Source: an optimization exercise on an open RTL-to-GDS flow (aim: small area). Production flows keep margins and buffers that such runs may drop. In this exercise RTL edits were held to simulation tests only and were not proved equivalent to the original. No driver is modelled on the clock port, so clocking that relies on it looks cheaper here than on a real chip. Power figures rest on the tool's default switching activity, not on a simulated workload.

==> flow/design.v <==
module Regs(
    input        clk,
    input  [4:0] Rs1_addr,
    input  [4:0] Rs2_addr,
    input  [4:0] Wt_addr,
    input        RegWrite,
    input        Wt_bit,
    output       Rs1_bit,
    output       Rs2_bit
    );
    wire [31:0] q;
    assign q[0] = 1'b0;
    genvar i;
    generate
        for (i = 1; i < 32; i = i + 1) begin : r
            reg [31:0] x;
            always @(posedge clk)
                x <= {(RegWrite && Wt_addr == i) ? Wt_bit : x[0], x[31:1]};
            assign q[i] = x[0];
        end
    endgenerate
    assign Rs1_bit = q[Rs1_addr];
    assign Rs2_bit = q[Rs2_addr];
endmodule
`timescale 1ns / 1ps
module SCPU(
    input clk,
    input rst,
    input [31:0] inst_in,
    input [31:0] Data_in,
    output [3:0] RAM_mask,
    output [31:0] Data_out,
    output [31:0] Addr_out,
    output        MemWrite,
    output [31:0] PC_out
    );
reg  [4:0]  cnt;         
reg  [1:0]  ph;          
reg  [31:2] pc;
reg  [31:2] a;           
reg  [31:0] d;           
reg  [4:0]  t;           
reg         c;           
reg         ci;          
reg         f;           
wire init = ~ph[0] & ~ph[1];
wire p0   = ph[0];
wire p1   = ph[1];
wire c0   = (cnt == 5'd0);
wire c31  = (cnt == 5'd31);
wire [31:0] ins = inst_in;
wire [2:0]  f3  = ins[14:12];
wire o2 = ins[2], o3 = ins[3], o4 = ins[4], o5 = ins[5], o6 = ins[6];
wire isALU   = o4 & ~o2;             
wire isR     = isALU & o5;           
wire isU     = o4 & o2;              
wire isLUI   = isU & o5;
wire isAUIPC = isU & ~o5;
wire isJ     = ~o4 & o2;             
wire isJAL   = isJ & o3;
wire isBR    = o6 & ~o2;
wire isMEM   = ~o6 & ~o4;
wire isLOAD  = isMEM & ~o5;
wire isSTORE = isMEM & o5;
wire isShift = isALU & ~f3[1] & f3[0];
wire isSLL   = isShift & ~f3[2];
wire isSLT   = isALU & ~f3[2] & f3[1];
wire twoPh   = isBR | isMEM | isShift | isSLT;
wire rs1_bit, rs2_bit;
wire [31:0] pcf = {pc, 2'b00};
wire pc_bit = pcf[cnt];
reg imm_bit;
always @(*) begin
    if (isU)
        imm_bit = (cnt >= 5'd12) ? ins[cnt] : 1'b0;
    else if (isJAL) begin
        if (cnt == 5'd0)       imm_bit = 1'b0;
        else if (cnt <= 5'd10) imm_bit = ins[cnt + 5'd20];
        else if (cnt == 5'd11) imm_bit = ins[20];
        else if (cnt <= 5'd19) imm_bit = ins[cnt];
        else                   imm_bit = ins[31];
    end else begin
        if (cnt >= 5'd11)
            imm_bit = (isBR && cnt == 5'd11) ? ins[7] : ins[31];
        else if (cnt >= 5'd5)
            imm_bit = ins[cnt + 5'd20];
        else if (isBR | isSTORE)
            imm_bit = (isBR && cnt == 5'd0) ? 1'b0 : ins[cnt + 5'd7];
        else
            imm_bit = ins[cnt + 5'd20];
    end
end
wire sub   = p0 & ((isR & ins[30] & (f3 == 3'b000)) | isSLT | isBR | isSLL);
wire op_a  = (p1 | isAUIPC | isJAL) ? pc_bit : ((isLUI | isShift) ? 1'b0 : rs1_bit);
wire op_b  = (p0 & (isR | isBR)) ? rs2_bit : imm_bit;
wire bx    = op_b ^ sub;
wire cin   = c0 ? sub : c;
wire sum   = op_a ^ bx ^ cin;
wire cout  = (op_a & bx) | (op_a & cin) | (bx & cin);
reg alu_out;
always @(*) begin
    if (isALU)
        case (f3)
            3'b100:  alu_out = op_a ^ op_b;
            3'b110:  alu_out = op_a | op_b;
            3'b111:  alu_out = op_a & op_b;
            default: alu_out = sum;
        endcase
    else
        alu_out = sum;
end
wire ci_eff = (cnt == 5'd2) | ci;
wire inc_bit = pc_bit ^ ci_eff;
wire lt   = (op_a ^ op_b) ? op_a : sum;
wire ltu  = ~cout;
wire eq   = ~(f | sum);
wire cond = isBR ? ((f3[2] ? (f3[1] ? ltu : lt) : eq) ^ f3[0])
                 : (f3[0] ? ltu : lt);
wire [4:0] tap = isLOAD ? {t[1:0], 3'b000} : t;
wire [5:0] cs  = {1'b0, cnt} + {1'b0, t};
wire sh_fill   = isSLL ? ~(cs[5] | (t == 5'd0)) : cs[5];
wire ld_valid  = f3[1] | (f3[0] ? ~cnt[4] : (cnt[4:3] == 2'b00));
wire fill      = isLOAD ? ~ld_valid : sh_fill;
wire sgn       = isLOAD ? ~f3[2] : ins[30];
wire [1:0] off = t[1:0];
wire ld_first  = Data_in[{off, 3'b000}];
wire main_bit  = (isLOAD & c0) ? ld_first : d[tap];
wire p1_bit    = isSLT ? (c0 & f) : (fill ? (c & sgn) : main_bit);
wire rd_bit = p1 ? p1_bit : (isJ ? inc_bit : alu_out);
wire wr_p0  = (isALU & ~isShift & ~isSLT) | isU | isJ;
wire wr_p1  = isLOAD | isShift | isSLT;
wire we     = (p0 & wr_p0) | (p1 & wr_p1);
Regs U_regs (
    .clk(clk),
    .Rs1_addr(ins[19:15]),
    .Rs2_addr(ins[24:20]),
    .Wt_addr(ins[11:7]),
    .RegWrite(we),
    .Wt_bit(rd_bit),
    .Rs1_bit(rs1_bit),
    .Rs2_bit(rs2_bit)
);
wire commit = init | (p0 & ~twoPh) | p1;
wire a_in   = init ? 1'b0
            : p0 ? ((isJ | isMEM) ? sum : inc_bit)
            : ((isBR & f) ? sum : inc_bit);
wire [31:2] a_next = {a_in, a[31:3]};
always @(posedge clk) begin
    a  <= a_next;
    ci <= c31 ? 1'b0 : (pc_bit & ci_eff);
    if (commit & c31)
        pc <= a_next;
    if (p0 & (cnt < 5'd5))
        t <= {sum, t[4:1]};
    c <= (p1 & (isLOAD | isShift)) ? rd_bit : cout;
    if (p0)
        f <= c31 ? cond : ((~c0 & f) | sum);
end
wire st_bit = (f3[1:0] == 2'b00 && cnt >= 5'd8)  ? d[24]
            : (f3[1:0] == 2'b01 && cnt >= 5'd16) ? d[16]
            : rs2_bit;
wire d_in   = p1 ? d[0] : (isSTORE ? st_bit : rs1_bit);
wire cap    = p1 & isLOAD & c0;
always @(posedge clk) begin
    if (cap)
        d <= {Data_in[0], Data_in[31:1]};
    else
        d <= {d_in, d[31:1]};
end
always @(posedge clk or posedge rst) begin
    if (rst) begin
        cnt <= 5'd0;
        ph  <= 2'b00;
    end else begin
        cnt <= cnt + 5'd1;
        if (c31)
            ph <= (p0 & twoPh) ? 2'b10 : 2'b01;
    end
end
assign PC_out   = {pc, 2'b00};
assign Addr_out = {a, 2'b00};
assign Data_out = d;
assign MemWrite = p1 & isSTORE & c0;
assign RAM_mask = f3[1] ? 4'b1111
                : f3[0] ? (off[1] ? 4'b1100 : 4'b0011)
                : (4'b0001 << off);
endmodule
==> flow/run.sh <==
#!/bin/bash
# synth_recipe.tcl (not shown) runs the flow's synth.tcl, then flattens the netlist and writes it again
# the make line also repeats each setting of config.mk as NAME=value (left out here)
make -C /OpenROAD-flow-scripts/flow DESIGN_CONFIG=/design/flow/config.mk WORK_HOME=/design/flow/orfs CLKGATE_MAP_FILE= SYNTH_SCRIPT=/design/flow/synth_recipe.tcl finish
==> flow/config.mk <==
export PLATFORM = sky130hd
export DESIGN_NAME = SCPU
export DESIGN_NICKNAME = SCPU
export VERILOG_FILES = /design/flow/design.v
export SDC_FILE = /design/flow/constraint.sdc
export NUM_CORES = 4
export LEC_CHECK = 0
export CAP_MARGIN = 20
export CORE_MARGIN = 2
export CORE_UTILIZATION = 40
export PLACE_DENSITY = 0.6
export SLEW_MARGIN = 20
==> flow/constraint.sdc <==
create_clock -name core_clock -period 15.0 [get_ports {clk}]
set_input_delay 3.0000 -clock core_clock [delete_from_list [all_inputs] [get_ports {clk}]]
set_output_delay 3.0000 -clock core_clock [all_outputs]
set_load 0.01 [all_outputs]
==> results of run 1 <==
area by class of cell:
type / instances / area, um^2 / share of cell area
clock buffer: 143 / 2970 / 0.0911
tap: 864 / 1080 / 0.0331
inverter: 17 / 63.8 / 0.00195
timing repair buffer: 167 / 1660 / 0.0508
multi-input combinational: 467 / 4010 / 0.123
antenna: 4 / 10.0 / 0.000306
clock inverter: 36 / 470 / 0.0144
sequential: 1099 / 22400 / 0.686
worst max-delay path, cell delays in order:
cell,delay (ns)
clkdlybuf4s50_1,0.84
nor2_1,0.34
nand2_1,0.16
nor3_1,0.23
clkdlybuf4s50_1,0.61
stage by stage:
step	instance area [um^2]	hold slack, ns	utilization	power (mW)
finish	32700	0.311	0.496	5.69
global route	32700	0.318	0.496	5.90
CTS	32700	0.310	0.496	5.76
detailed placement	29200	0.312	0.443	3.21
global placement	29200	0.310	0.443	3.21
floorplan	26700	0.310	-	3.13
power groups by stage:
| stage | Sequential [mW] | Clock (mW) | Combinational (mW) |
|---|---|---|---|
| 6_report | 3.00 | 2.55 | 0.144 |
| 5_1_grt | 3.01 | 2.74 | 0.154 |
| 4_1_cts | 3.01 | 2.62 | 0.144 |
| 3_5_place_dp | 3.07 | 0 | 0.143 |
| 3_3_place_gp | 3.07 | 0 | 0.143 |
| 2_1_floorplan | 3.07 | 0 | 0.0640 |
state kept, by name, indices dropped and copies added, names as in the netlist:
register	flops
U_regs.r.x	992
d	32
a	30
pc	30
cnt	5
t	5
ph	2
c	1
ci	1
f	1
worst max path at each step:
| stage | from | end | slack [ns] | cells past startpoint |
|---|---|---|---|---|
| finish | inst_in[4] | MemWrite | 6.81 | 5 |
| global route | inst_in[4] | MemWrite | 6.71 | 5 |
| CTS | inst_in[4] | MemWrite | 6.82 | 5 |
| detailed placement | inst_in[20] | U_regs.r[28].x[31] | 6.70 | 15 |
| global placement | inst_in[20] | U_regs.r[28].x[31] | 6.72 | 15 |
| floorplan | inst_in[4] | MemWrite | 8.11 | 5 |
Yosys cell counts (all sizes together), types with 3 or more instances:
library cell,instances
a21o,3
and3,3
o22ai,3
nand2b,4
nand3,14
inv,16
nand4,3
xnor2,3
edfxtp,36
o31ai,9
o311a,4
buf,25
nor3,11
nand2,28
nand3b,5
dfrtp,7
mux2i,40
xor2,4
a221oi,7
nor3b,3
mux4,36
o21ai,15
a22oi,7
dfxtp,1056
mux2,58
a21oi,26
nor2b,10
o21a,3
a31oi,19
a211oi,4
or3,3
a211o,3
clkbuf,21
ha,17
and2,5
o211ai,9
nor2,74
layout by cell type, fill, tap and decap left out, types with 5 or more instances in the layout:
master and n:
dfrtp_1 7, nor2b_1 10, mux2_2 48, dfxtp_1 1056
nand3b_1 5, mux2i_1 40, edfxtp_1 36, o31ai_1 6
a31oi_1 19, nand3_1 14, mux2_4 10, o211ai_1 8
o21ai_0 14, clkdlybuf4s50_1 162, bufinv_16 8, a22oi_1 7
clkbuf_16 100, nand2_1 27, clkbuf_8 31, a21oi_1 26
a221oi_1 6, buf_4 5, clkbuf_1 12, mux4_2 36
nor2_1 74, inv_1 16, ha_1 17, nor3_1 11
clkinv_2 13
cell families (layout without fill, tap and decap cells):
logic type,Yosys count,after routing
adders and majority gates,18,18
DFF,1099,1099
and+or+nand+nor,170,170
xor gates and xnor gates,7,7
AOI/OAI and AO/OA,134,134
other,1,8
buffers and inverters,63,363
muxes,134,134
metal layers:
metal / GRT usage / part of all wire / vias up / wire length [um]
met5: 0 / 0.00051 / - / 23
met4: 0.0465 / 0.027 / 4 / 1210
met3: 0.0386 / 0.056 / 90 / 2550
met2: 0.207 / 0.45 / 326 / 20500
met1: 0.178 / 0.47 / 6018 / 21100
li1: - / - / 5944 / -
==> impl_metrics.tcl, run 1 <==
set metrics [dict create \
    vias 12382 \
    outcome "timing/DRC/antenna clean" \
    ctsHoldBuffers 0 \
    worstMarginPinSlew_ns 0.947 \
    maxSlewHeadroom 0.366 \
    gp_routability_congestion 0.842 \
    rsz0062_at_grt "no" \
    skew_ns 0.0254 \
    hold_path.startpoint "U_regs.r[9].x[1]" \
    detail-route-antenna-nets 0 \
    drive_gt1_frac 0.144 \
    drcViolationCount 0 \
    wirelength_um 45500 \
    drv_slew 0 \
    synth_edf_count 36 \
    synthAdderAreaFrac 0.00872 \
    ir_drop_mv 0.131 \
    ys.warnings.count 2 \
    maxCapViolCount 0 \
    synth_compound_area_frac 0.0367 \
    synth_area_um2 26700 \
    via_per_inst 4.43 \
    seq_power_share 0.528 \
    avgSynthCellArea_um2 16.4 \
    synth_top_area_share 0.792 \
    cts_root_buf "clkbuf_16" \
    core_um2 65900 \
    timing.final.crit_period_ns 8.19 \
    cts_max_path_buffers 3 \
    synth-seq-cells 1099 \
    reg2regPathDepth 17 \
    p_int_mw 4.58 \
    clock-sinks 1099 \
    dp_cells 2614 \
    grt_pass1_vias 12513 \
    worst-r2r-setup-slack_ns 9.40 \
    drt_pre_antenna_iters 5 \
    path_clk_slew_ns 0.06 \
    end_kind "output port" \
    cellPowerDensity_nw_per_um2 174 \
    yosys.area.top_type "dfxtp_1" \
    synthCells 1626 \
    fin_tns_setup_ns 0 \
    cts.htree.levels 3 \
    synth_top_family_by_area "multiplexers" \
    ys_seq_area_frac 0.839 \
    portBuffers 162 \
    finalSetupViolCount 0 \
    crit_fanout 20 \
    cts_buffers 96 \
    nets 1932 \
    cp_data_arrival_time_ns 5.19 \
    rr_startpoint "cnt[1]" \
    fillers 5475 \
    rows 94 \
    ys_types 72 \
    timing.rr.end "U_regs.r[30].x[31]" \
    pre_cts_ws_ns 6.70 \
    place_hpwl_um 29200 \
    cts_tree "built" \
    avgRoutedWirePerCell_um 16.3 \
    synthMuxAreaShare 0.0713 \
    areaGrowthSynthToFinish_pct 22.4 \
    setup_ws_ns 6.81 \
    yosys.area_share.xor_xnor 0.00258 \
    die_w_um 262 \
    grt_max_degree 34 \
    cts_setup_buffers 0 \
    hold_depth 0 \
    antenna_found_initial 5 \
    p_clk_frac 0.447 \
    fp.dieH_um 262 \
    period_share 0.546 \
    pwr-share-comb 0.025 \
    p_switching_mw 1.12 \
    synth_ff_type "dfxtp_1" \
    hold_class "reg -> reg" \
    p_leak_nw 12.9 \
    insertion_delay_ns 0.64 \
    initial_core_util 0.405 \
    post_cts_resized 0 \
    ioPinCount 167 \
    fp.dieArea_um2 68800 \
    switching_share 0.196 \
    crit_required_ns 12.00 \
    hold_viol_final 0 \
    cp-start-kind "input port" \
    drtIter0Drc 558 \
    synthSimpleGateAreaFrac 0.0303 \
    critical_path_class "in -> out" \
    synthTopCellsByArea "dfxtp_1 (79%), edfxtp_1 (4.1%), mux4_2 (3.0%), mux2_2 (2.0%), mux2i_1 (1.5%)" \
    grt_pass1_wl_um 71600 \
    grt_use_total 0.133 \
    whs_endpoint "U_regs.r[9].x[0]" \
    finalNonFillerCells 2797 \
    max_freq_mhz 122 \
    async_flop_share 0.00637 \
    overflow 0 \
]
==> inputs of run 2 (changes only) <==
==> flow/flow/run.sh (new file) <==
#!/bin/bash
# Standard ORFS layout (bash standard.sh) with two changes:
#  - port buffers use the smallest buffer (buf_1) instead of clkdlybuf4s50_1;
#  - CTS uses clkbuf_8 leaf buffers with clusters of up to 18 registers and no dummy loads.
# Each tool's full output stays in orfs/logs; make's own output goes to make.log.
set -euo pipefail
export BUFFER_PORTS_ARGS="-buffer_cell sky130_fd_sc_hd__buf_1"
export CTS_ARGS="-sink_clustering_enable -repair_clock_nets -buf_list sky130_fd_sc_hd__clkbuf_8 -sink_clustering_size 18 -sink_clustering_max_diameter 60 -sink_buffer_max_cap_derate 1.0 -dont_use_dummy_load"
bash standard.sh > make.log 2>&1
==> flow/standard.sh (new file) <==
#!/bin/bash
# synth_recipe.tcl (not shown) runs the flow's synth.tcl, then flattens the netlist and writes it again
# the make line also repeats each setting of config.mk as NAME=value (left out here)
make -C /OpenROAD-flow-scripts/flow DESIGN_CONFIG=/design/flow/config.mk WORK_HOME=/design/flow/orfs CLKGATE_MAP_FILE= SYNTH_SCRIPT=/design/flow/synth_recipe.tcl "${@:-finish}"
--- a/flow/config.mk
+++ b/flow/config.mk
@@ -7,6 +7,6 @@
 export LEC_CHECK = 0
 export CAP_MARGIN = 20
 export CORE_MARGIN = 2
-export CORE_UTILIZATION = 40
-export PLACE_DENSITY = 0.6
+export CORE_UTILIZATION = 60
+export PLACE_DENSITY = 0.8
 export SLEW_MARGIN = 20
removed: flow/run.sh
==> run 2 against run 1 <==
Effect of this change:
- sequential share of layout area up 9.0 points
- non-clock buffer count up 2
- setup slack better by 0.75 ns
- fmax up 10%
- utilization up 16 points
- flip-flop and latch count unchanged
- largest power group unchanged
==> impl_metrics.tcl, run 2 <==
set metrics [dict create \
    nets 1910 \
    whs_ns 0.287 \
    dp_cells 2343 \
    avgSynthCellArea_um2 16.4 \
    antenna_found_initial 7 \
    cp_data_arrival_time_ns 4.43 \
    routed-wl-met2_um 20900 \
    maxCapViolCount 0 \
    gp_routability_congestion 0.865 \
    synth_area_um2 26700 \
    drv_slew 0 \
    total_power_mw 4.34 \
    cellPowerDensity_nw_per_um2 150 \
    vias 12016 \
    pre_cts_ws_ns 7.02 \
    avgRoutedWirePerCell_um 18.4 \
    yosys.area.top_type "dfxtp_1" \
    setup_ws_ns 7.57 \
    synth_edf_count 36 \
    ys.warnings.count 2 \
    hold_viol_final 0 \
    cts_buffers 72 \
    place_hpwl_um 29800 \
    met3_length_um 2460 \
    insertion_delay_ns 0.66 \
    synth_ff_type "dfxtp_1" \
    drt-met1-wl_um 19700 \
    via_per_inst 4.97 \
    critical_path_class "in -> out" \
    areaGrowthSynthToFinish_pct 8.17 \
    fin_util 0.656 \
    cts.htree.levels 3 \
    grt_use_total 0.195 \
    cts_max_path_buffers 3 \
    grt_pass1_wl_um 69000 \
    portBuffers 162 \
    ys_top_cells_by_count "dfxtp_1 (1056), nor2_1 (74), mux2_2 (48)" \
    initial_core_util 0.606 \
    wirelength_um 44400 \
    drcViolationCount 0 \
    synth_top_area_share 0.792 \
    place_area_um2 27900 \
    drtIter0Drc 713 \
    ys_types 72 \
    path_clk_slew_ns 0.10 \
    ioPinCount 167 \
    crit_fanout 15 \
    fp.dieH_um 215 \
    drt_pre_antenna_iters 5 \
    post_cts_resized 0 \
    final_common_cell "dfxtp_1" \
    fin_tns_setup_ns 0 \
    yosysMostFrequentCell "dfxtp_1" \
    skew_ns 0.0543 \
    die_w_um 215 \
    cts_tree "built" \
    clock-sinks 1099 \
    drive_gt1_frac 0.101 \
    overflow 0 \
    detail-route-antenna-nets 0 \
    synthCells 1626 \
    max_freq_mhz 135 \
    grt_max_degree 35 \
    ir_drop_mv 0.117 \
    finalSetupViolCount 0 \
    synthTopCellsByArea "dfxtp_1 (79%), edfxtp_1 (4.1%), mux4_2 (3.0%), mux2_2 (2.0%), mux2i_1 (1.5%)" \
    ys_seq_area_frac 0.839 \
    grt_pass1_vias 12288 \
    worstMarginPinSlew_ns 0.966 \
    maxSlewHeadroom 0.356 \
    ctsHoldBuffers 0 \
    highest_layer "met4" \
    cts_root_buf "clkbuf_8" \
    fillers 2982 \
    design_area_um2 28900 \
    final_cell_mix "dfxtp_1 (1056), buf_1 (162), nor2_1 (74)" \
    rows 77 \
    p_leak_nw 11.2 \
    crit_required_ns 12.00 \
    largest_reg_flops 992 \
    end_kind "output port" \
    rsz0062_at_grt "no" \
    largest_register "U_regs.r.x" \
    hold_class "reg -> reg" \
    outcome "timing/DRC/antenna clean" \
    core_um2 44000 \
    reg_top3 "U_regs.r.x x992, d x32" \
    cts_setup_buffers 0 \
    synth-seq-cells 1099 \
    fp.dieArea_um2 46200 \
    period_share 0.496 \
    finalNonFillerCells 2418 \
    async_flop_share 0.00637 \
    timing.final.crit_period_ns 7.43 \
    cp-start-kind "input port" \
]
==> run 2: cell counts after synthesis <==
Identical to the previous run, type by type.
==> run 2: cells by family (layout without fill, tap and decap cells) <==
logic type / after synthesis / count (layout) / share of synthesized area
mux: 134 / 134 / 0.0713
fa+ha+maj: 18 / 18 / 0.00872
flops: 1099 / 1099 / 0.839
simple gates: 170 / 170 / 0.0303
xor+xnor: 7 / 7 / 0.00258
compound gates: 134 / 134 / 0.0367
buf+inv: 63 / 258 / 0.0112
other cells: 1 / 6 / 0.000141
==> run 2: routing by layer <==
metal	track usage	vias up
met4	0.0755	0
met2	0.316	352
met3	0.0430	96
li1	-	5788
met5	0	-
met1	0.258	5780
==> run 2: critical path, stage by stage <==
cell and delay [ns]:
buf_1 0.62, nand2_1 0.31, nor3_1 0.28, buf_1 0.22
==> run 2: path summary, 6_finish.rpt <==
path                              startpoint            endpoint  slack (ns)  cells after the start
max in group asynchronous                rst              cnt[3]       12.52                      2
max                               inst_in[5]            MemWrite        7.57                      4
min in group asynchronous                rst              cnt[2]        2.23                      2
min reg2reg                U_regs.r[4].x[29]   U_regs.r[4].x[28]        0.29                      0
max reg2reg                           cnt[0]  U_regs.r[29].x[31]        9.01                     17
min                        U_regs.r[4].x[29]   U_regs.r[4].x[28]        0.29                      0
==> run 2: layout make-up <==
cell class / count / area, um^2 / area share
tap: 592 / 741 / 0.0257
antenna: 2 / 5.00 / 0.000173
inverter: 17 / 63.8 / 0.00221
timing repair buffer: 169 / 664 / 0.0230
clock buffer: 72 / 991 / 0.0343
sequential: 1099 / 22400 / 0.776
multi-input combinational: 467 / 4010 / 0.139
==> run 2: where the power goes <==
part / leakage, nW / internal, mW / total [mW] / switching, mW
sequential: 8.94 / 2.98 / 3.00 / 0.0236
clock: 0.518 / 0.434 / 1.22 / 0.789
combinational: 1.79 / 0.0418 / 0.111 / 0.0694
total: 11.2 / 3.46 / 4.34 / 0.882
==> inputs of run 3 (changes only) <==
--- a/flow/design.v
+++ b/flow/design.v
@@ -69,26 +69,24 @@
 wire rs1_bit, rs2_bit;
 wire [31:0] pcf = {pc, 2'b00};
 wire pc_bit = pcf[cnt];
+wire [31:0] ins_hi = {ins[31:12], 12'b0};
+wire hi_bit = ins_hi[cnt];                      
+wire [15:0] ins_lo = {5'b0, ins[30:20]};
+wire lo_bit = ins_lo[cnt[3:0]];                 
+wire [7:0] ins_sb = {3'b0, ins[11:7]};
+wire sb_bit = ins_sb[cnt[2:0]];                 
 reg imm_bit;
 always @(*) begin
-    if (isU)
-        imm_bit = (cnt >= 5'd12) ? ins[cnt] : 1'b0;
-    else if (isJAL) begin
-        if (cnt == 5'd0)       imm_bit = 1'b0;
-        else if (cnt <= 5'd10) imm_bit = ins[cnt + 5'd20];
-        else if (cnt == 5'd11) imm_bit = ins[20];
-        else if (cnt <= 5'd19) imm_bit = ins[cnt];
-        else                   imm_bit = ins[31];
-    end else begin
-        if (cnt >= 5'd11)
-            imm_bit = (isBR && cnt == 5'd11) ? ins[7] : ins[31];
-        else if (cnt >= 5'd5)
-            imm_bit = ins[cnt + 5'd20];
-        else if (isBR | isSTORE)
-            imm_bit = (isBR && cnt == 5'd0) ? 1'b0 : ins[cnt + 5'd7];
-        else
-            imm_bit = ins[cnt + 5'd20];
-    end
+    if (cnt >= 5'd12)
+        imm_bit = (isU | (isJAL & ~cnt[4]) | (isJAL & (cnt[4:2] == 3'b100))) ? hi_bit : ins[31];
+    else if (cnt == 5'd11)
+        imm_bit = isU ? 1'b0 : isJAL ? ins[20] : isBR ? ins[7] : ins[31];
+    else if (isU)
+        imm_bit = 1'b0;
+    else if ((cnt[4:2] == 3'b000 || cnt == 5'd4) && (isBR | isSTORE))
+        imm_bit = (isBR && cnt == 5'd0) ? 1'b0 : sb_bit;
+    else
+        imm_bit = (isJAL && cnt == 5'd0) ? 1'b0 : lo_bit;
 end
 wire sub   = p0 & ((isR & ins[30] & (f3 == 3'b000)) | isSLT | isBR | isSLL);
 wire op_a  = (p1 | isAUIPC | isJAL) ? pc_bit : ((isLUI | isShift) ? 1'b0 : rs1_bit);
--- a/flow/config.mk
+++ b/flow/config.mk
@@ -10,3 +10,4 @@
 export CORE_UTILIZATION = 60
 export PLACE_DENSITY = 0.8
 export SLEW_MARGIN = 20
+export SYNTH_HIERARCHICAL = 1
==> run 3 against run 2 <==
Effect of this change:
- still clean on timing, DRC and antenna
- synthesized area decreased by 2.3%
- via count decreased by 4.0%
- critical path depth increased by 1
- combinational power decreased by 12%
- setup slack improved by 0.29 ns
- global-route usage decreased by 0.45 points
- final cell count decreased by 2.6%
- critical path type unchanged
==> impl_metrics.tcl, run 3 <==
set metrics [dict create \
    outcome "timing/DRC/antenna clean" \
    crit_required_ns 12.00 \
    largest_register "U_regs.r.x" \
    hold_class "reg -> reg" \
    drt_pre_antenna_iters 5 \
    max_stage_delay_ns 0.30 \
    cp-start-kind "input port" \
    drive_gt1_frac 0.102 \
    grt_use_met3 0.0468 \
    cts_buffers 74 \
    overflow 0 \
    place_hpwl_um 27500 \
    fp.dieH_um 212 \
    synth_area_um2 26100 \
    met2_usage 0.309 \
    final_common_cell "dfxtp_1" \
    worstMarginPinSlew_ns 0.988 \
    drv_slew 0 \
    wirelength_um 42400 \
    detail-route-antenna-nets 0 \
    ys_seq_area_frac 0.859 \
    cp_top_family "simple AND/OR/NAND/NOR gates" \
    synthSimpleGateAreaFrac 0.0341 \
    vias 11534 \
    largest_reg_flops 992 \
    finalSetupViolCount 0 \
    place_area_um2 27200 \
    clock-sinks 1099 \
    cpMostUsedCell "buf_1" \
    end_kind "output port" \
    final_cell_mix "dfxtp_1 (1056), buf_1 (160), clkbuf_8 (74)" \
    synth_top_area_share 0.811 \
    ys_types 74 \
    ctsHoldBuffers 0 \
    yosys.area.top_type "dfxtp_1" \
    ys_top_cells_by_count "dfxtp_1 (1056), mux2_2 (70), nand2_1 (45)" \
    insertion_delay_ns 0.66 \
    fillers 2921 \
    cts.htree.levels 3 \
    synthTopCellsByArea "dfxtp_1 (81%), edfxtp_1 (4.1%), mux2_2 (3.0%), mux4_2 (1.8%), dfrtp_1 (0.67%)" \
    grt_max_degree 32 \
    post_cts_resized 0 \
    synth_edf_count 36 \
    initial_core_util 0.607 \
    rsz0062_at_grt "no" \
    avgRoutedWirePerCell_um 18.0 \
    cellPowerDensity_nw_per_um2 154 \
    period_share 0.477 \
    die_w_um 212 \
    critPathSlowestCell "buf_1" \
    synth_ff_type "dfxtp_1" \
    hold_viol_final 0 \
    cts_setup_buffers 0 \
    antenna_found_initial 3 \
    cts_max_path_buffers 3 \
    cp.depth 5 \
    reg_top3 "U_regs.r.x x992, d x32" \
    ir_drop_mv 0.112 \
    portBuffers 160 \
    grt_busiest_layer "met2" \
    fp.dieArea_um2 45100 \
    synthAdderAreaFrac 0.00605 \
    grt_use_total 0.190 \
    critical_path_class "in -> out" \
    synthCells 1571 \
    areaGrowthSynthToFinish_pct 8.35 \
    p_leak_nw 11.1 \
    skew_ns 0.0847 \
    synth_top_family_by_area "multiplexers" \
    cts_tree "built" \
    yosysMostFrequentCell "dfxtp_1" \
    max_freq_mhz 140 \
    reg2regPathDepth 15 \
    maxCapViolCount 0 \
    grt_pass1_wl_um 64500 \
    cts_root_buf "clkbuf_8" \
    cp_cell_sequence "buf_1, nor2_1, nand2_1, nor3_1, buf_1" \
    synth-seq-cells 1099 \
    design_area_um2 28200 \
    rows 76 \
    async_flop_share 0.00637 \
    via_per_inst 4.90 \
    drcViolationCount 0 \
    nets 1849 \
    ioPinCount 167 \
    gp_routability_congestion 0.822 \
    cp_num_buf_inv 2 \
    synthMuxAreaShare 0.0585 \
    drtIter0Drc 749 \
    grt_pass1_vias 11604 \
    cp_data_arrival_time_ns 4.15 \
    crit_fanout 13 \
    synth_compound_area_frac 0.0294 \
    avgSynthCellArea_um2 16.6 \
    yosys.area_share.xor_xnor 0.00134 \
    timing.final.crit_period_ns 7.15 \
    fin_tns_setup_ns 0 \
    grtUsageMet1 0.250 \
    ys.warnings.count 8 \
    path_clk_slew_ns 0.10 \
    core_um2 43000 \
    hold_depth 0 \
    maxSlewHeadroom 0.341 \
]
-- run 3: cell count changes after synthesis, sizes merged, moves of 8 or more --
cell,previous run,this run
a31oi,19,4
nand2,28,45
nor2,74,38
mux4,36,25
mux2i,40,16
o31ai,9,1
mux2,58,70
-- run 3: cell families after synthesis --
group	Yosys count
and+or+nand+nor	171
buffers and inverters	63
DFF	1099
AOI/OAI and AO/OA	110
other	1
adders and majority gates	12
muxes	111
xor gates and xnor gates	4
-- run 3: modules after synthesis, one instance, submodules excluded --
module / area [um^2] / flops+latches / copies in the design
SCPU: 5050 / 107 / 1
Regs: 21000 / 992 / 1
-- run 3: per-stage QoR --
step / power, mW / util / std cells / hold slack (ns) / setup WS (ns)
2_1_floorplan: 3.12 / - / 1574 / 0.310 / 8.28
3_3_place_gp: 3.16 / 0.633 / 2280 / 0.310 / 7.43
3_5_place_dp: 3.16 / 0.633 / 2280 / 0.312 / 7.40
4_1_cts: 4.38 / 0.657 / 2354 / 0.292 / 7.85
5_1_grt: 4.48 / 0.657 / 2354 / 0.291 / 7.68
6_report: 4.34 / 0.657 / 2356 / 0.290 / 7.85
-- run 3: per-layer routing --
| metal | share of wire | wire (um) | up-vias |
|---|---|---|---|
| li1 | - | - | 5552 |
| met1 | 0.45 | 19000 | 5520 |
| met2 | 0.46 | 19500 | 352 |
| met3 | 0.060 | 2560 | 108 |
| met4 | 0.031 | 1310 | 2 |
| met5 | 0.00031 | 13 | - |
-- run 3: worst paths after layout --
path | end | slack [ns] | startpoint
max | MemWrite | 7.85 | inst_in[4]
min | U_regs.r[2].x[7] | 0.29 | U_regs.r[2].x[8]
max reg2reg | U_regs.r[20].x[31] | 10.18 | cnt[1]
min reg2reg | U_regs.r[2].x[7] | 0.29 | U_regs.r[2].x[8]
max in group asynchronous | cnt[4] | 12.42 | rst
min in group asynchronous | cnt[3] | 2.28 | rst
-- run 3: power breakdown --
part           internal (mW)  switching, mW  leakage [nW]  total, mW
Combinational         0.0353         0.0621          1.60     0.0974
Sequential              2.98         0.0235          8.93       3.00
Clock                  0.445          0.797         0.532       1.24
Total                   3.46          0.883          11.1       4.34
-- run 3: layout make-up --
type / instances / area, um^2 / area share
Antenna cell: 2 / 5.00 / 0.000177
Clock buffer: 74 / 1020 / 0.0361
Inverter: 20 / 75.1 / 0.00266
Multi-Input combinational cell: 412 / 3390 / 0.120
Sequential cell: 1099 / 22400 / 0.793
Tap cell: 585 / 732 / 0.0259
Timing Repair Buffer: 164 / 631 / 0.0223
==> inputs of run 4 (changes only) <==
--- a/flow/config.mk
+++ b/flow/config.mk
@@ -10,4 +10,3 @@
 export CORE_UTILIZATION = 60
 export PLACE_DENSITY = 0.8
 export SLEW_MARGIN = 20
-export SYNTH_HIERARCHICAL = 1
==> run 4 against run 3 <==
Effect of this change:
- combinational power down 22%
- utilization about the same
- wire length down 3.8%
- largest power group unchanged
==> impl_metrics.tcl, run 4 <==
set metrics [dict create \
    cts_setup_buffers 0 \
    synthSimpleGateAreaFrac 0.0278 \
    ys_types 72 \
    wirelength_um 40800 \
    timing.final.crit_period_ns 7.33 \
    insertion_delay_ns 0.65 \
    period_share 0.489 \
    synthTopCellsByArea "dfxtp_1 (81%), edfxtp_1 (4.1%), mux4_2 (2.2%), mux2_2 (1.4%), mux2i_1 (1.1%)" \
    yosys.area.top_type "dfxtp_1" \
    async_flop_share 0.00637 \
    critPathSlowestCell "or3b_2" \
    synth_area_um2 26100 \
    synthAdderAreaFrac 0.00556 \
    yosys.area_share.xor_xnor 0.00101 \
    drtIter0Drc 836 \
    initial_core_util 0.608 \
    path_clk_slew_ns 0.10 \
    rows 76 \
    synth_top_family_by_area "multiplexers" \
    core_um2 43000 \
    synth_ff_type "dfxtp_1" \
    finalSetupViolCount 0 \
    detail-route-antenna-nets 0 \
    place_hpwl_um 26800 \
    cp_data_arrival_time_ns 4.33 \
    avgRoutedWirePerCell_um 17.4 \
    cts.htree.levels 3 \
    cp-start-kind "input port" \
    synthCells 1565 \
    post_cts_resized 0 \
    cpMostUsedCell "buf_1" \
    grt_pass1_vias 11926 \
    areaGrowthSynthToFinish_pct 8.06 \
    rsz0062_at_grt "no" \
    drt_pre_antenna_iters 5 \
    max_stage_delay_ns 0.66 \
    cts_buffers 72 \
    ioPinCount 167 \
    die_w_um 213 \
    setup_ws_ns 7.67 \
    final_common_cell "dfxtp_1" \
    cp_num_buf_inv 2 \
    drv_slew 0 \
    cts_root_buf "clkbuf_8" \
    maxSlewHeadroom 0.355 \
    synth_compound_area_frac 0.0433 \
    pre_cts_ws_ns 7.68 \
    grt_max_degree 32 \
    critical_path_class "in -> out" \
    vias 11720 \
    avgSynthCellArea_um2 16.7 \
    grt_pass1_wl_um 63300 \
    ys.warnings.count 2 \
    clock-sinks 1099 \
    fp.dieArea_um2 45200 \
    overflow 0 \
    nets 1839 \
    cts_max_path_buffers 3 \
    drcViolationCount 0 \
    crit_required_ns 12.00 \
    portBuffers 160 \
    largest_reg_flops 992 \
    via_per_inst 5.00 \
    ys_seq_area_frac 0.857 \
    yosysMostFrequentCell "dfxtp_1" \
    cp_cell_sequence "buf_1, or3b_2, nor2_1, buf_1" \
    outcome "timing/DRC/antenna clean" \
    synth_top_area_share 0.809 \
    end_kind "output port" \
    final_cell_mix "dfxtp_1 (1056), buf_1 (160), clkbuf_8 (72)" \
    grt_use_total 0.183 \
    crit_fanout 17 \
    synth-seq-cells 1099 \
    worstMarginPinSlew_ns 0.968 \
    antenna_found_initial 8 \
    ir_drop_mv 0.130 \
    ctsHoldBuffers 0 \
    max_freq_mhz 136 \
    maxCapViolCount 0 \
    skew_ns 0.0426 \
    fin_tns_setup_ns 0 \
    fp.dieH_um 213 \
    p_leak_nw 11.0 \
    synth_edf_count 36 \
    cp_top_family "simple AND/OR/NAND/NOR gates" \
    hold_viol_final 0 \
    cellPowerDensity_nw_per_um2 151 \
    hold_class "reg -> reg" \
    drive_gt1_frac 0.0847 \
    gp_routability_congestion 0.825 \
    largest_register "U_regs.r.x" \
    cts_tree "built" \
    ys_top_cells_by_count "dfxtp_1 (1056), o21ai_0 (42), nand2_1 (38)" \
    synthMuxAreaShare 0.0519 \
    reg_top3 "U_regs.r.x x992, d x32" \
]
run 4: changes by cell type after synthesis, moves of 6 or more:
cell | previous run | this run
mux2_2 | 70 | 33
o21ai_0 | 18 | 42
nand2_1 | 45 | 38
nand3_1 | 20 | 12
clkbuf_1 | 19 | 11
o31ai_1 | 1 | 7
nor2_1 | 38 | 23
nand2b_1 | 6 | 12
mux2i_1 | 16 | 29
o41ai_1 | 0 | 29
run 4: worst paths after layout:
path                                     from            endpoint  slack [ns]  cells after the start
max                                inst_in[4]            MemWrite        7.67                      4
min                        U_regs.r[13].x[26]  U_regs.r[13].x[25]        0.30                      0
max reg2reg                            cnt[2]   U_regs.r[6].x[31]       10.31                     14
min reg2reg                U_regs.r[13].x[26]  U_regs.r[13].x[25]        0.30                      0
max in group asynchronous                 rst              cnt[4]       12.52                      2
min in group asynchronous                 rst               ph[1]        2.27                      2
run 4: kinds of logic (layout without fill, tap and decap cells):
family | count (synthesis) | count (layout)
DFF | 1099 | 1099
AOI/OAI and AO/OA | 162 | 162
and+or+nand+nor | 136 | 136
muxes | 92 | 92
buffers and inverters | 61 | 253
adders and majority gates | 11 | 11
xor gates and xnor gates | 3 | 3
other | 1 | 5
run 4: power by group:
group	switching, mW	internal, mW
Clock	0.783	0.434
Sequential	0.0150	2.97
Combinational	0.0501	0.0263
run 4: final cells by class:
type                    count  area [um^2]
well taps                 585          732
fillers                  2914        14800
inverters                  15         56.3
clock buffers              72          991
multi-input cells         408         3410
flip-flops and latches   1099        22400
diodes                      1         2.50
repair buffers            166          646
run 4: per-layer routing:
metal	wire length, um	vias up	global-route usage
li1	-	5620	-
met1	18800	5661	0.245
met2	18600	330	0.292
met3	2070	103	0.0432
met4	1240	6	0.0721
met5	40	-	0
run 4: per-stage QoR:
step / power, mW / hold slack, ns / util / cells / cell area, um^2
5_1_grt: 4.43 / 0.301 / 0.657 / 2345 / 28200
3_3_place_gp: 3.12 / 0.310 / 0.634 / 2273 / 27200
6_report: 4.27 / 0.303 / 0.657 / 2346 / 28200
4_1_cts: 4.31 / 0.291 / 0.657 / 2345 / 28200
3_5_place_dp: 3.12 / 0.312 / 0.634 / 2273 / 27200
2_1_floorplan: 3.09 / 0.310 / - / 1568 / 26100
==> inputs of run 5 (changes only) <==
==> flow/flow/run.sh (replaced) <==
#!/bin/bash
# Standard ORFS layout (bash standard.sh) with three changes:
#  - port buffers use the smallest buffer (buf_1) instead of clkdlybuf4s50_1;
#  - CTS uses clkbuf_8 leaf buffers with clusters of up to 18 registers and no dummy loads;
#  - after CTS, flow/post_cts.tcl downsizes lightly loaded clock buffers to clkbuf_4.
# Each tool's full output stays in orfs/logs; make's own output goes to make.log.
set -euo pipefail
export BUFFER_PORTS_ARGS="-buffer_cell sky130_fd_sc_hd__buf_1"
export CTS_ARGS="-sink_clustering_enable -repair_clock_nets -buf_list sky130_fd_sc_hd__clkbuf_8 -sink_clustering_size 18 -sink_clustering_max_diameter 60 -sink_buffer_max_cap_derate 1.0 -dont_use_dummy_load"
export POST_CTS_TCL="$PWD/flow/post_cts.tcl"
bash standard.sh > make.log 2>&1
==> flow/flow/post_cts.tcl (new file) <==
# Runs at the end of ORFS's CTS step (POST_CTS_TCL hook).
# Downsizes lightly loaded clock buffers to clkbuf_4: the upper tree levels,
# which drive only other clock buffers, and leaf buffers that drive at most
# 12 registers. The register clock-pin slew is reported before legalizing.
estimate_parasitics -placement
set n 0
foreach buf [get_cells clkbuf_*] {
  set out [get_pins -of_objects $buf -filter "direction==output"]
  set net [get_nets -of_objects $out]
  set nff 0
  set nbuf 0
  foreach p [get_pins -of_objects $net -filter "direction==input"] {
    if {[get_property $p name] eq "CLK"} {incr nff} else {incr nbuf}
  }
  if {$nff == 0 || ($nbuf == 0 && $nff <= 12)} {
    replace_cell $buf sky130_fd_sc_hd__clkbuf_4
    incr n
  }
}
puts "post_cts: downsized $n clock buffers to clkbuf_4"
estimate_parasitics -placement
set mx 0
foreach p [get_pins -hierarchical */CLK] {
  set s [get_property $p slew_max]
  if {$s > $mx} {set mx $s}
}
puts "post_cts: worst register clock-pin slew (placement estimate): $mx"
detailed_placement
check_placement -verbose
==> run 5 against run 4 <==
Effect of this change:
- synthesized area stayed put
- wire length is 1.1% higher
- register-to-register slack worse by 0.06 ns
- die area stayed put
- clock power is 3% lower
- non-clock buffer count stayed put
- combinational power hardly changed
- worst hold slack worse by 0.015 ns
- largest power group unchanged
==> impl_metrics.tcl, run 5 <==
set metrics [dict create \
    avgSynthCellArea_um2 16.7 \
    period_share 0.489 \
    fin_util 0.655 \
    grt_use_total 0.183 \
    antenna_found_initial 10 \
    synth_area_um2 26100 \
    async_flop_share 0.00637 \
    synthSimpleGateAreaFrac 0.0278 \
    nets 1839 \
    grt_pass1_wl_um 63300 \
    rsz0062_at_grt "no" \
    overflow 0 \
    fin_tns_setup_ns 0 \
    maxCapViolCount 0 \
    portBuffers 160 \
    cp_data_arrival_time_ns 4.33 \
    yosys.area.top_type "dfxtp_1" \
    skew_ns 0.0530 \
    drv_slew 0 \
    ys_seq_area_frac 0.857 \
    yosysMostFrequentCell "dfxtp_1" \
    synth_edf_count 36 \
    max_freq_mhz 136 \
    wirelength_um 41200 \
    final_common_cell "dfxtp_1" \
    maxSlewHeadroom 0.368 \
    drtIter0Drc 820 \
    place_hpwl_um 26800 \
    ioPinCount 167 \
    core_um2 43000 \
    insertion_delay_ns 0.79 \
    yosys.area_share.xor_xnor 0.00101 \
    ir_drop_mv 0.128 \
    synth_compound_area_frac 0.0433 \
    gp_routability_congestion 0.825 \
    critical_path_class "in -> out" \
    vias 11751 \
    whs_ns 0.287 \
    final_cell_mix "dfxtp_1 (1056), buf_1 (160), clkbuf_8 (60)" \
    end_kind "output port" \
    finalSetupViolCount 0 \
    cellPowerDensity_nw_per_um2 150 \
    total_power_mw 4.23 \
    synthTopCellsByArea "dfxtp_1 (81%), edfxtp_1 (4.1%), mux4_2 (2.2%), mux2_2 (1.4%), mux2i_1 (1.1%)" \
    reg_top3 "U_regs.r.x x992, d x32" \
    fp.dieArea_um2 45200 \
    path_clk_slew_ns 0.10 \
    areaGrowthSynthToFinish_pct 7.80 \
    drt_pre_antenna_iters 5 \
    rows 76 \
    fp.dieH_um 213 \
    drcViolationCount 0 \
    crit_required_ns 12.00 \
    ys.warnings.count 2 \
    avgRoutedWirePerCell_um 17.5 \
    drive_gt1_frac 0.0847 \
    hold_class "reg -> reg" \
    detail-route-antenna-nets 0 \
    synth_ff_type "dfxtp_1" \
    clock-sinks 1099 \
    cts_tree "built" \
    grt_max_degree 32 \
    ys_types 72 \
    cp-start-kind "input port" \
    crit_fanout 17 \
    largest_register "U_regs.r.x" \
    via_per_inst 5.00 \
    ys_top_cells_by_count "dfxtp_1 (1056), o21ai_0 (42), nand2_1 (38)" \
    grt_pass1_vias 11904 \
    p_leak_nw 10.9 \
    timing.final.crit_period_ns 7.33 \
    synthMuxAreaShare 0.0519 \
    synth_top_family_by_area "multiplexers" \
    synthCells 1565 \
    largest_reg_flops 992 \
    die_w_um 213 \
    synthAdderAreaFrac 0.00556 \
    hold_viol_final 0 \
    synth-seq-cells 1099 \
    synth_top_area_share 0.809 \
    outcome "timing/DRC/antenna clean" \
    initial_core_util 0.608 \
    worstMarginPinSlew_ns 0.947 \
]
-- run 5: where the power goes --
part | switching [mW] | internal (mW)
registers | 0.0149 | 2.97
logic | 0.0501 | 0.0263
clock network | 0.782 | 0.394
-- run 5: logic make-up (layout without fill, tap and decap cells) --
family | Yosys count | after routing
DFF | 1099 | 1099
and+or+nand+nor | 136 | 136
AOI/OAI and AO/OA | 162 | 162
xor gates and xnor gates | 3 | 3
other | 1 | 8
adders and majority gates | 11 | 11
buffers and inverters | 61 | 253
muxes | 92 | 92
-- run 5: through the flow --
step                      cells  cell area [um^2]  setup WS (ns)
final                      2349             28200           7.67
after global routing       2348             28200           7.57
after detailed placement   2273             27200           7.68
after global placement     2273             27200           7.63
after floorplan            1568             26100           8.16
-- run 5: routing by layer --
layer  up-vias  part of all wire  track usage
li1       5618                 -            -
met1      5666              0.45        0.245
met2       349              0.46        0.293
met3       112             0.051       0.0428
met4         6             0.033       0.0711
met5         -            0.0018            0
-- run 5: critical path: stages --
cell,delay [ns]
buf_1,0.33
or3b_2,0.66
nor2_1,0.16
buf_1,0.18
-- run 5: cell type report --
class                      count  area [um^2]
multi-input combinational    408         3410
inverter                      15         56.3
timing repair buffer         166          646
antenna                        4         10.0
tap                          585          732
fill                        2934        14800
clock buffer                  72          916
sequential                  1099        22400
-- run 5: path summary, 6_finish.rpt --
check,slack (ns),start,cells after the start,endpoint
min in group asynchronous,2.12,rst,2,ph[0]
worst min-delay path,0.29,U_regs.r[17].x[31],0,U_regs.r[17].x[30]
worst min register to register,0.29,U_regs.r[17].x[31],0,U_regs.r[17].x[30]
worst max-delay path,7.67,inst_in[4],4,MemWrite
max in group asynchronous,12.67,rst,2,cnt[4]
worst max register to register,10.25,cnt[2],14,U_regs.r[6].x[31]

[re-timing with driven ports]
In the flow no input, the clock included, has a driving cell. The finished layouts below were timed again as built, in two steps.
Step 1, drivers: a clkbuf_16 drives clk and a buf_2 each remaining input, both assumed.
Step 2 adds t to the input delays and takes it off the output delays; t is the mean of the earliest and latest rising clock arrival at the registers after step 1. Input paths then give back, and output paths get back, about the clock's delay inside the block.
Three values: ideal, step 1, step 2; two values: the first two.
| run | t, ns | setup WS [ns] | worst hold slack (ns) | worst setup path after step 2 | clock arrival spread, ns |
|---|---|---|---|---|---|
| run 1 | 0.688 | 6.813 / 6.784 / 6.669 | 0.311 / 0.311 / 0.311 | input to register | 0.029 / 0.029 |
| run 2 | 0.682 | 7.566 / 7.537 / 7.002 | 0.287 / 0.287 / 0.287 | input to register | 0.058 / 0.059 |
| run 3 | 0.672 | 7.851 / 7.822 / 7.336 | 0.290 / 0.290 / 0.290 | input to register | 0.100 / 0.100 |
| run 4 | 0.665 | 7.671 / 7.647 / 7.596 | 0.303 / 0.303 / 0.303 | input to register | 0.064 / 0.063 |
| run 5 | 0.828 | 7.669 / 7.645 / 7.561 | 0.287 / 0.287 / 0.287 | input to register | 0.071 / 0.071 |
After both steps every run listed still meets setup and hold. The setup slack of run 2, which loses most, moves by -0.029 ns with the drivers and by -0.564 ns with both steps.
